This design comes from an exercise in tuning for small area, a short achievable clock period and few clock cycles per item on the open sky130 flow, not from production work. Function was checked by simulation only, so behaviour that the tests miss may differ from the original.

## the previous run
// CNN
module CNN(
    input                       clk,
    input                       rst_n,
    input                       in_valid,
    input      signed [15:0]    in_data,
    input                       opt,
    output reg                  out_valid,
    output reg signed [15:0]    out_data
);
Size in the first run: about 37 I/O pins, roughly 51000 um2 of cells after synthesis.
==> flow/config.mk <==
export PLATFORM = sky130hd
export DESIGN_NAME = CNN
export DESIGN_NICKNAME = CNN
export VERILOG_FILES = /design/flow/design.v
export SDC_FILE = /design/flow/constraint.sdc
export NUM_CORES = 4
export LEC_CHECK = 0
export ABC_CLOCK_PERIOD_IN_PS = 4500
export CAP_MARGIN = 20
export CORE_MARGIN = 2
export CORE_UTILIZATION = 40
export CTS_CLUSTER_DIAMETER = 150
export CTS_CLUSTER_SIZE = 20
export SLEW_MARGIN = 20
==> flow/constraint.sdc <==
create_clock -name core_clock -period 18.0 [get_ports {clk}]
set_input_delay 3.6000 -clock core_clock [delete_from_list [all_inputs] [get_ports {clk}]]
set_output_delay 3.6000 -clock core_clock [all_outputs]
set_load 0.01 [all_outputs]
standard.sh (not shown) runs the stock make flow with config.mk's settings and CLKGATE_MAP_FILE= SYNTH_SCRIPT=/design/flow/synth_recipe.tcl, a recipe that flattens the netlist after the stock synthesis.
==> flow/flow/run.sh <==
#!/bin/bash
set -euo pipefail
export SYNTH_ARGS=-noabc
export SETUP_SLACK_MARGIN=13.5
bash standard.sh > standard.log 2>&1
The previous run completed end to end with timing, DRC and antenna clean.
Testbench counts of the previous run, summed over its fixed seeds: cycles 66,240, items 960.
Inputs modified between the previous run and the current run:
--- a/flow/design.v
+++ b/flow/design.v
@@ -49,21 +49,26 @@
 always @(*) begin
     for (i = 0; i < 8; i = i + 1) begin
         e_one[i] = kx[2*i+1] ^ kx[2*i];
         e_two[i] = (kx[2*i+2] & ~kx[2*i+1] & ~kx[2*i]) | (~kx[2*i+2] & kx[2*i+1] & kx[2*i]);
         e_neg[i] = kx[2*i+2] & ~(kx[2*i+1] & kx[2*i]);
     end
 end
 always @(posedge clk) begin
-    for (i = 0; i < 9; i = i + 1)
-        if (cnt == 7'd36 + i) begin
-            k_one[i] <= e_one;
-            k_two[i] <= e_two;
-            k_neg[i] <= e_neg;
+    if (cnt >= 7'd36 && cnt <= 7'd44) begin
+        k_one[8] <= e_one;
+        k_two[8] <= e_two;
+        k_neg[8] <= e_neg;
+    end
+    for (i = 0; i < 8; i = i + 1)
+        if (cnt == 7'd37 + i) begin
+            k_one[i] <= k_one[8];
+            k_two[i] <= k_two[8];
+            k_neg[i] <= k_neg[8];
         end
 end
 wire s0t0_xn0_0;
 wire s0t0_xn0_1;
 wire s0t0_xn0_2;
 wire s0t0_xn0_3;
 wire s0t0_xn0_4;
 wire s0t0_xn0_5;
@@ -5240,47 +5245,39 @@
     cs1_x <= {r1_c743, r1_c773};
     cs2_0 <= {r2_x1307, r2_c1258, r2_c1256, r2_c1254, r2_c1252, r2_c1250, r2_c1248, r2_c1246, r2_c1244, r2_c1242, r2_c1240, r2_c1238, r2_c1236, r2_c1234, r2_c1232, r2_s1231};
     cs2_1 <= {r2_c1260, r2_s1259, r2_s1257, r2_s1255, r2_s1253, r2_s1251, r2_s1249, r2_s1247, r2_s1245, r2_s1243, r2_s1241, r2_s1239, r2_s1237, r2_s1235, r2_s1233, r2_s1143};
     cs2_x <= {r2_c1200, r2_c1230};
 end
 wire        px = ^cs2_x;
 wire [17:0] t1 = {2'b0, cs2_0} + {2'b0, cs2_1} + (px ? 18'h10000 : 18'h08000);
 wire signed [15:0] conv = t1[15:0] ^ 16'h8000;
-reg  [1:0] blk;
-reg        upd, first, last, ld0, ld1, ld2;
+reg  [3:0] wr, wr_n;
+reg        first, last, ld0, ld1, ld2;
+always @(*) begin
+    wr_n[0] = (cnt == 7'd45) || (cnt == 7'd46) || (cnt == 7'd51) || (cnt == 7'd52);
+    wr_n[1] = (cnt == 7'd47) || (cnt == 7'd48) || (cnt == 7'd53) || (cnt == 7'd54);
+    wr_n[2] = (cnt == 7'd57) || (cnt == 7'd58) || (cnt == 7'd63) || (cnt == 7'd64);
+    wr_n[3] = (cnt == 7'd59) || (cnt == 7'd60) || (cnt == 7'd65) || (cnt == 7'd66);
+end
 always @(posedge clk) begin
-    blk <= 2'd0; upd <= 1'b0;
-    case (cnt + 7'd1)
-        7'd46, 7'd47, 7'd52, 7'd53: begin blk <= 2'd0; upd <= 1'b1; end
-        7'd48, 7'd49, 7'd54, 7'd55: begin blk <= 2'd1; upd <= 1'b1; end
-        7'd58, 7'd59, 7'd64, 7'd65: begin blk <= 2'd2; upd <= 1'b1; end
-        7'd60, 7'd61, 7'd66, 7'd67: begin blk <= 2'd3; upd <= 1'b1; end
-        default: ;
-    endcase
+    wr    <= wr_n;
     first <= (cnt == 7'd45) || (cnt == 7'd47) || (cnt == 7'd57) || (cnt == 7'd59);
     last  <= (cnt == 7'd66);
     ld0   <= (cnt == 7'd63);
     ld1   <= (cnt == 7'd64);
     ld2   <= (cnt == 7'd65);
 end
-reg signed [15:0] mb;
-always @(*) begin
-    case (blk)
-        2'd0: mb = m0;
-        2'd1: mb = m1;
-        2'd2: mb = m2;
-        default: mb = m3;
-    endcase
-end
+wire signed [15:0] mb = ({16{wr[0]}} & m0) | ({16{wr[1]}} & m1)
+                      | ({16{wr[2]}} & m2) | ({16{wr[3]}} & m3);
 wire signed [15:0] acur = first ? {opt_r, 15'd0} : mb;
 wire [17:0] t2 = {2'b0, cs2_0} + {2'b0, cs2_1} + (px ? 18'h10000 : 18'h08000)
                + {2'b0, ~(acur ^ 16'h8000)};
 wire               gt   = t1[16] ^ t2[16];
 wire signed [15:0] mx   = gt ? conv : acur;
 always @(posedge clk) begin
-    if (upd && blk == 2'd0) m0 <= mx;
-    if (upd && blk == 2'd1) m1 <= mx;
-    if (upd && blk == 2'd2) m2 <= mx;
-    if (upd && blk == 2'd3) m3 <= mx;
+    if (wr[0]) m0 <= mx;
+    if (wr[1]) m1 <= mx;
+    if (wr[2]) m2 <= mx;
+    if (wr[3]) m3 <= mx;
     out_data <= ld0 ? m0 : ld1 ? m1 : ld2 ? m2 : mx;
 end
 endmodule
==> notes.md <==
Taking the current run over the previous run, the number of non-clock buffers in the layout ratio works out to 1.2.
Going from the previous run to the current run, clock-buffer cell count higher; final-layout fill cell count -1.8%.
Re minimum clock period after layout: the previous run and the current run aren't equal, and the lower value belongs to the previous run.
NOTE: synthesized cell count in the current run falls short of that of the previous run
Testbench counts of the current run, summed over its fixed seeds: cycles 66,240, items 960.

[static timing again, ports no longer ideal]
No port has a modelled driver above. Below, the same layouts with a new extraction and two added sets of constraints.
Step 1 assumes that a clkbuf_16 drives the clock port and a buf_2 every other input.
Step 2 also shifts input and output timing later by t, the mid clock arrival at the registers, as if the neighbouring blocks saw the same clock.
a / b / c = ideal / step 1 / step 2; a / b = the first two.
run | shift t [ns] | setup WS [ns] | clock arrival spread, ns | worst data-port slew with drivers (ns) | pins driven straight from the clock port
the previous run | 0.763 | 13.195 / 13.105 / 12.818 | 0.080 / 0.080 | 0.13 | 1
the current run | 0.749 | 13.155 / 13.077 / 13.036 | 0.106 / 0.106 | 0.09 | 1
After both steps setup and hold are still met in every run listed. The setup slack of the previous run, which loses most, moves by -0.090 ns with the drivers and by -0.377 ns with both steps.
